This is an optimization exercise on Yosys and OpenROAD, whose aim is a short achievable clock period and few clock cycles, not a production implementation. RTL that was checked went through simulation tests only; none was proved equivalent to the original. Power is estimated from default activity; no workload was simulated.

## the previous run
==> flow/design.v (excerpt) <==
module toplevel(
    input  wire clk,
    input  wire rst,
    output wire [7:0] imem_addr,
    input  wire [7:0] imem_data,
    output wire [7:0] dmem_addr,
    output wire [7:0] dmem_wdata,
    output wire       dmem_we,
    input  wire [7:0] dmem_rdata
);
Size: roughly 600 cells after synthesis.
==> module toplevel, before the edit <==
module toplevel(
    input  wire clk,
    input  wire rst,
    output wire [7:0] imem_addr,
    input  wire [7:0] imem_data,
    output wire [7:0] dmem_addr,
    output wire [7:0] dmem_wdata,
    output wire       dmem_we,
    input  wire [7:0] dmem_rdata
);
    reg [7:0] fpc;
    reg [7:0] r0, r1, r2, r3, r4, r5, r6, r7;
    reg [7:0] op_a, op_b;               
    reg [7:0] op_as;                    
    reg [7:0] st_data, st_addr;         
    reg       e_arith, e_sub, e_and, e_or, e_xor, e_load, e_store;
    reg [7:0] e_we;                     
    reg [7:0] w_res;
    reg [7:0] w_we;                     
    wire [7:0] kg0 = op_as & op_b;
    wire [7:0] kp0 = op_as ^ op_b;
    wire [7:0] kg1 = kg0 | (kp0 & {kg0[6:0], 1'b0});
    wire [7:0] kp1 = kp0 & {kp0[6:0], 1'b0};
    wire [7:0] kg2 = kg1 | (kp1 & {kg1[5:0], 2'b0});
    wire [7:0] kp2 = kp1 & {kp1[5:0], 2'b0};
    wire [7:0] kg3 = kg2 | (kp2 & {kg2[3:0], 4'b0});
    wire [7:0] sum   = kp0 ^ {kg3[6:0], 1'b0};
    wire [7:0] other = ({8{e_and}}  & (op_a & op_b))
                     | ({8{e_or}}   & (op_a | op_b))
                     | ({8{e_xor}}  & (op_a ^ op_b))
                     | ({8{e_load}} & dmem_rdata);
    wire [7:0] res   = e_arith ? (sum ^ {8{e_sub}}) : other;
    assign dmem_addr  = st_addr;
    assign dmem_wdata = st_data;
    assign dmem_we    = e_store;
    wire [7:0] q0 = w_we[0] ? w_res : r0;
    wire [7:0] q1 = w_we[1] ? w_res : r1;
    wire [7:0] q2 = w_we[2] ? w_res : r2;
    wire [7:0] q3 = w_we[3] ? w_res : r3;
    wire [7:0] q4 = w_we[4] ? w_res : r4;
    wire [7:0] q5 = w_we[5] ? w_res : r5;
    wire [7:0] q6 = w_we[6] ? w_res : r6;
    wire [7:0] q7 = w_we[7] ? w_res : r7;
    always @(posedge clk or posedge rst) begin
        if (rst) begin
            r0 <= 8'd0; r1 <= 8'd0; r2 <= 8'd0; r3 <= 8'd0;
            r4 <= 8'd0; r5 <= 8'd0; r6 <= 8'd0; r7 <= 8'd0;
        end else begin
            r0 <= q0; r1 <= q1; r2 <= q2; r3 <= q3;
            r4 <= q4; r5 <= q5; r6 <= q6; r7 <= q7;
        end
    end
    wire [7:0] ins = imem_data;
    wire [2:0] f_op = ins[7:5];
    wire [2:0] f_rd = ins[4:2];
    wire [1:0] f_rs = ins[1:0];
    reg [7:0] rd_val, rs_val;
    reg       hit_a, hit_b;
    always @(*) begin
        case (f_rd)
            3'd0: rd_val = q0;
            3'd1: rd_val = q1;
            3'd2: rd_val = q2;
            3'd3: rd_val = q3;
            3'd4: rd_val = q4;
            3'd5: rd_val = q5;
            3'd6: rd_val = q6;
            default: rd_val = q7;
        endcase
        case (f_rs)
            2'd0: rs_val = q0;
            2'd1: rs_val = q1;
            2'd2: rs_val = q2;
            default: rs_val = q3;
        endcase
        hit_a = e_we[f_rd];
        hit_b = e_we[{1'b0, f_rs}];
    end
    wire f_jmp   = (f_op == 3'b111);
    wire f_store = (f_op == 3'b110);
    wire f_sub   = (f_op == 3'b001);
    wire f_wr    = ~f_jmp & ~f_store;
    wire f_mem   = (f_op == 3'b101) | f_store;
    wire [7:0] a_next = hit_a ? res : rd_val;
    wire [7:0] b_next = hit_b ? res : rs_val;
    always @(posedge clk or posedge rst) begin
        if (rst) begin
            fpc <= 8'd0;
        end else if (f_jmp) begin
            if (!hit_b) fpc <= rs_val;
        end else begin
            fpc <= fpc + 8'd1;
        end
    end
    assign imem_addr = fpc;
    always @(posedge clk) begin
        op_a    <= a_next;
        op_b    <= b_next;
        op_as   <= f_sub ? ~a_next : a_next;
        st_data <= f_store ? a_next : 8'd0;
        st_addr <= f_mem ? b_next : 8'd0;
        w_res   <= res;
    end
    always @(posedge clk or posedge rst) begin
        if (rst) begin
            e_arith <= 1'b0; e_sub <= 1'b0; e_and <= 1'b0; e_or <= 1'b0;
            e_xor <= 1'b0; e_load <= 1'b0; e_store <= 1'b0;
            e_we <= 8'd0; w_we <= 8'd0;
        end else begin
            e_arith <= (f_op == 3'b000) | f_sub;
            e_sub   <= f_sub;
            e_and   <= (f_op == 3'b010);
            e_or    <= (f_op == 3'b011);
            e_xor   <= (f_op == 3'b100);
            e_load  <= (f_op == 3'b101);
            e_store <= f_store;
            e_we    <= f_wr ? (8'd1 << f_rd) : 8'd0;
            w_we    <= e_we;
        end
    end
endmodule
==> flow/config.mk <==
export PLATFORM = sky130hd
export DESIGN_NAME = toplevel
export DESIGN_NICKNAME = toplevel
export VERILOG_FILES = /design/flow/design.v
export SDC_FILE = /design/flow/constraint.sdc
export NUM_CORES = 4
export LEC_CHECK = 0
export CAP_MARGIN = 20
export CORE_MARGIN = 2
export CORE_UTILIZATION = 40
export SETUP_SLACK_MARGIN = 3.5
export SLEW_MARGIN = 20
==> flow/constraint.sdc <==
create_clock -name core_clock -period 5.0 [get_ports {clk}]
set_input_delay 1.0000 -clock core_clock [delete_from_list [all_inputs] [get_ports {clk}]]
set_output_delay 1.0000 -clock core_clock [all_outputs]
set_load 0.01 [all_outputs]
run.sh (not shown) runs the stock make flow with config.mk's settings and CLKGATE_MAP_FILE= SYNTH_SCRIPT=/design/flow/synth_recipe.tcl, a recipe that flattens the netlist after the stock synthesis.
What the current run does differently from the previous run at the input level:
diff --git a/flow/design.v b/flow/design.v
--- a/flow/design.v
+++ b/flow/design.v
@@ -11,25 +11,18 @@
     reg [7:0] fpc;
     reg [7:0] r0, r1, r2, r3, r4, r5, r6, r7;
     reg [7:0] op_a, op_b;               
-    reg [7:0] op_as;                    
+    reg [7:0] op_bs;                    
     reg [7:0] st_data, st_addr;         
     reg       e_arith, e_sub, e_and, e_or, e_xor, e_load, e_store;
     reg [7:0] e_we;                     
     reg [7:0] w_res;
     reg [7:0] w_we;                     
-    wire [7:0] kg0 = op_as & op_b;
-    wire [7:0] kp0 = op_as ^ op_b;
-    wire [7:0] kg1 = kg0 | (kp0 & {kg0[6:0], 1'b0});
-    wire [7:0] kp1 = kp0 & {kp0[6:0], 1'b0};
-    wire [7:0] kg2 = kg1 | (kp1 & {kg1[5:0], 2'b0});
-    wire [7:0] kp2 = kp1 & {kp1[5:0], 2'b0};
-    wire [7:0] kg3 = kg2 | (kp2 & {kg2[3:0], 4'b0});
-    wire [7:0] sum   = kp0 ^ {kg3[6:0], 1'b0};
+    wire [7:0] sum   = op_a + op_bs + {7'd0, e_sub};
     wire [7:0] other = ({8{e_and}}  & (op_a & op_b))
                      | ({8{e_or}}   & (op_a | op_b))
                      | ({8{e_xor}}  & (op_a ^ op_b))
                      | ({8{e_load}} & dmem_rdata);
-    wire [7:0] res   = e_arith ? (sum ^ {8{e_sub}}) : other;
+    wire [7:0] res   = e_arith ? sum : other;
     assign dmem_addr  = st_addr;
     assign dmem_wdata = st_data;
     assign dmem_we    = e_store;
@@ -80,7 +73,6 @@
     wire f_store = (f_op == 3'b110);
     wire f_sub   = (f_op == 3'b001);
     wire f_wr    = ~f_jmp & ~f_store;
-    wire f_mem   = (f_op == 3'b101) | f_store;
     wire [7:0] a_next = hit_a ? res : rd_val;
     wire [7:0] b_next = hit_b ? res : rs_val;
     always @(posedge clk or posedge rst) begin
@@ -96,9 +88,9 @@
     always @(posedge clk) begin
         op_a    <= a_next;
         op_b    <= b_next;
-        op_as   <= f_sub ? ~a_next : a_next;
-        st_data <= f_store ? a_next : 8'd0;
-        st_addr <= f_mem ? b_next : 8'd0;
+        op_bs   <= f_sub ? ~b_next : b_next;
+        st_data <= a_next;
+        st_addr <= b_next;
         w_res   <= res;
     end
     always @(posedge clk or posedge rst) begin
[summary]
The previous run: done, clean on timing, DRC and antenna
The current run did not stop at any stage, and its layout met the timing, design-rule and antenna checks.
The current run — final instance area 580 um2 lower, the previous run as reference
The share of the cycle needed by the critical path after routing reported for the current run is smaller than that of the previous run by 0.50 points.
From the previous run to the current run the numbers moved as follows: max-capacitance violation count essentially unchanged; net switching power went down by 0.70%; non-clock buffer instance count of the final layout increased about 13%.
Going from the previous run to the current run, total instance count after detailed placement shrank by a few percent.
The current run against the previous run; combined flip-flop and latch cell area is down by a little under 10%.
First-pass GRT wire length went down by a little under 10% going from the previous run to the current run.
Compared with the previous run, the current run shows a minimum clock period that is 0.025 ns lower.
Per the comparison of the current run with the previous run, DRC marker count from the first detailed-route iteration moved up, number of nets at the end of the flow dropped 13, portion of total power attributed to combinational logic now sits higher, total number of sequential cells lost about 11%, largest fanout of any net on the critical path saw a decrease.
Testbench counts of the current run, summed over its fixed seeds: cycles 49,571.
Function not checked in the previous run: the RTL went through the layout flow alone.

-- re-timing with driven ports --
How much do the figures lean on ideal ports? The routed layouts below were timed once more, with nothing changed but the port constraints. Step 1, drivers: a clkbuf_16 drives clk and a buf_2 each remaining input, both assumed. Step 2 moves the port delays by t, midway between the first and last clock arrival at a register: inputs arrive t later, outputs are due t later. That takes back most of the time a late clock gives input paths. Three values: no drivers, after step 1, after step 2; two values: the first two.
run	t, ns	slack for setup (ns)	worst hold slack (ns)	slew at the worst register clock pin (ns)	pins driven straight from the clock port
the previous run	0.465	2.822 / 2.791 / 2.326	0.373 / 0.373 / 0.373	0.06 / 0.06	1
the current run	0.460	2.847 / 2.847 / 2.437	0.384 / 0.384 / 0.384	0.06 / 0.06	1
After both steps every run listed still meets setup and hold. The setup slack of the previous run, which loses most, moves by -0.031 ns with the drivers and by -0.496 ns with both steps.
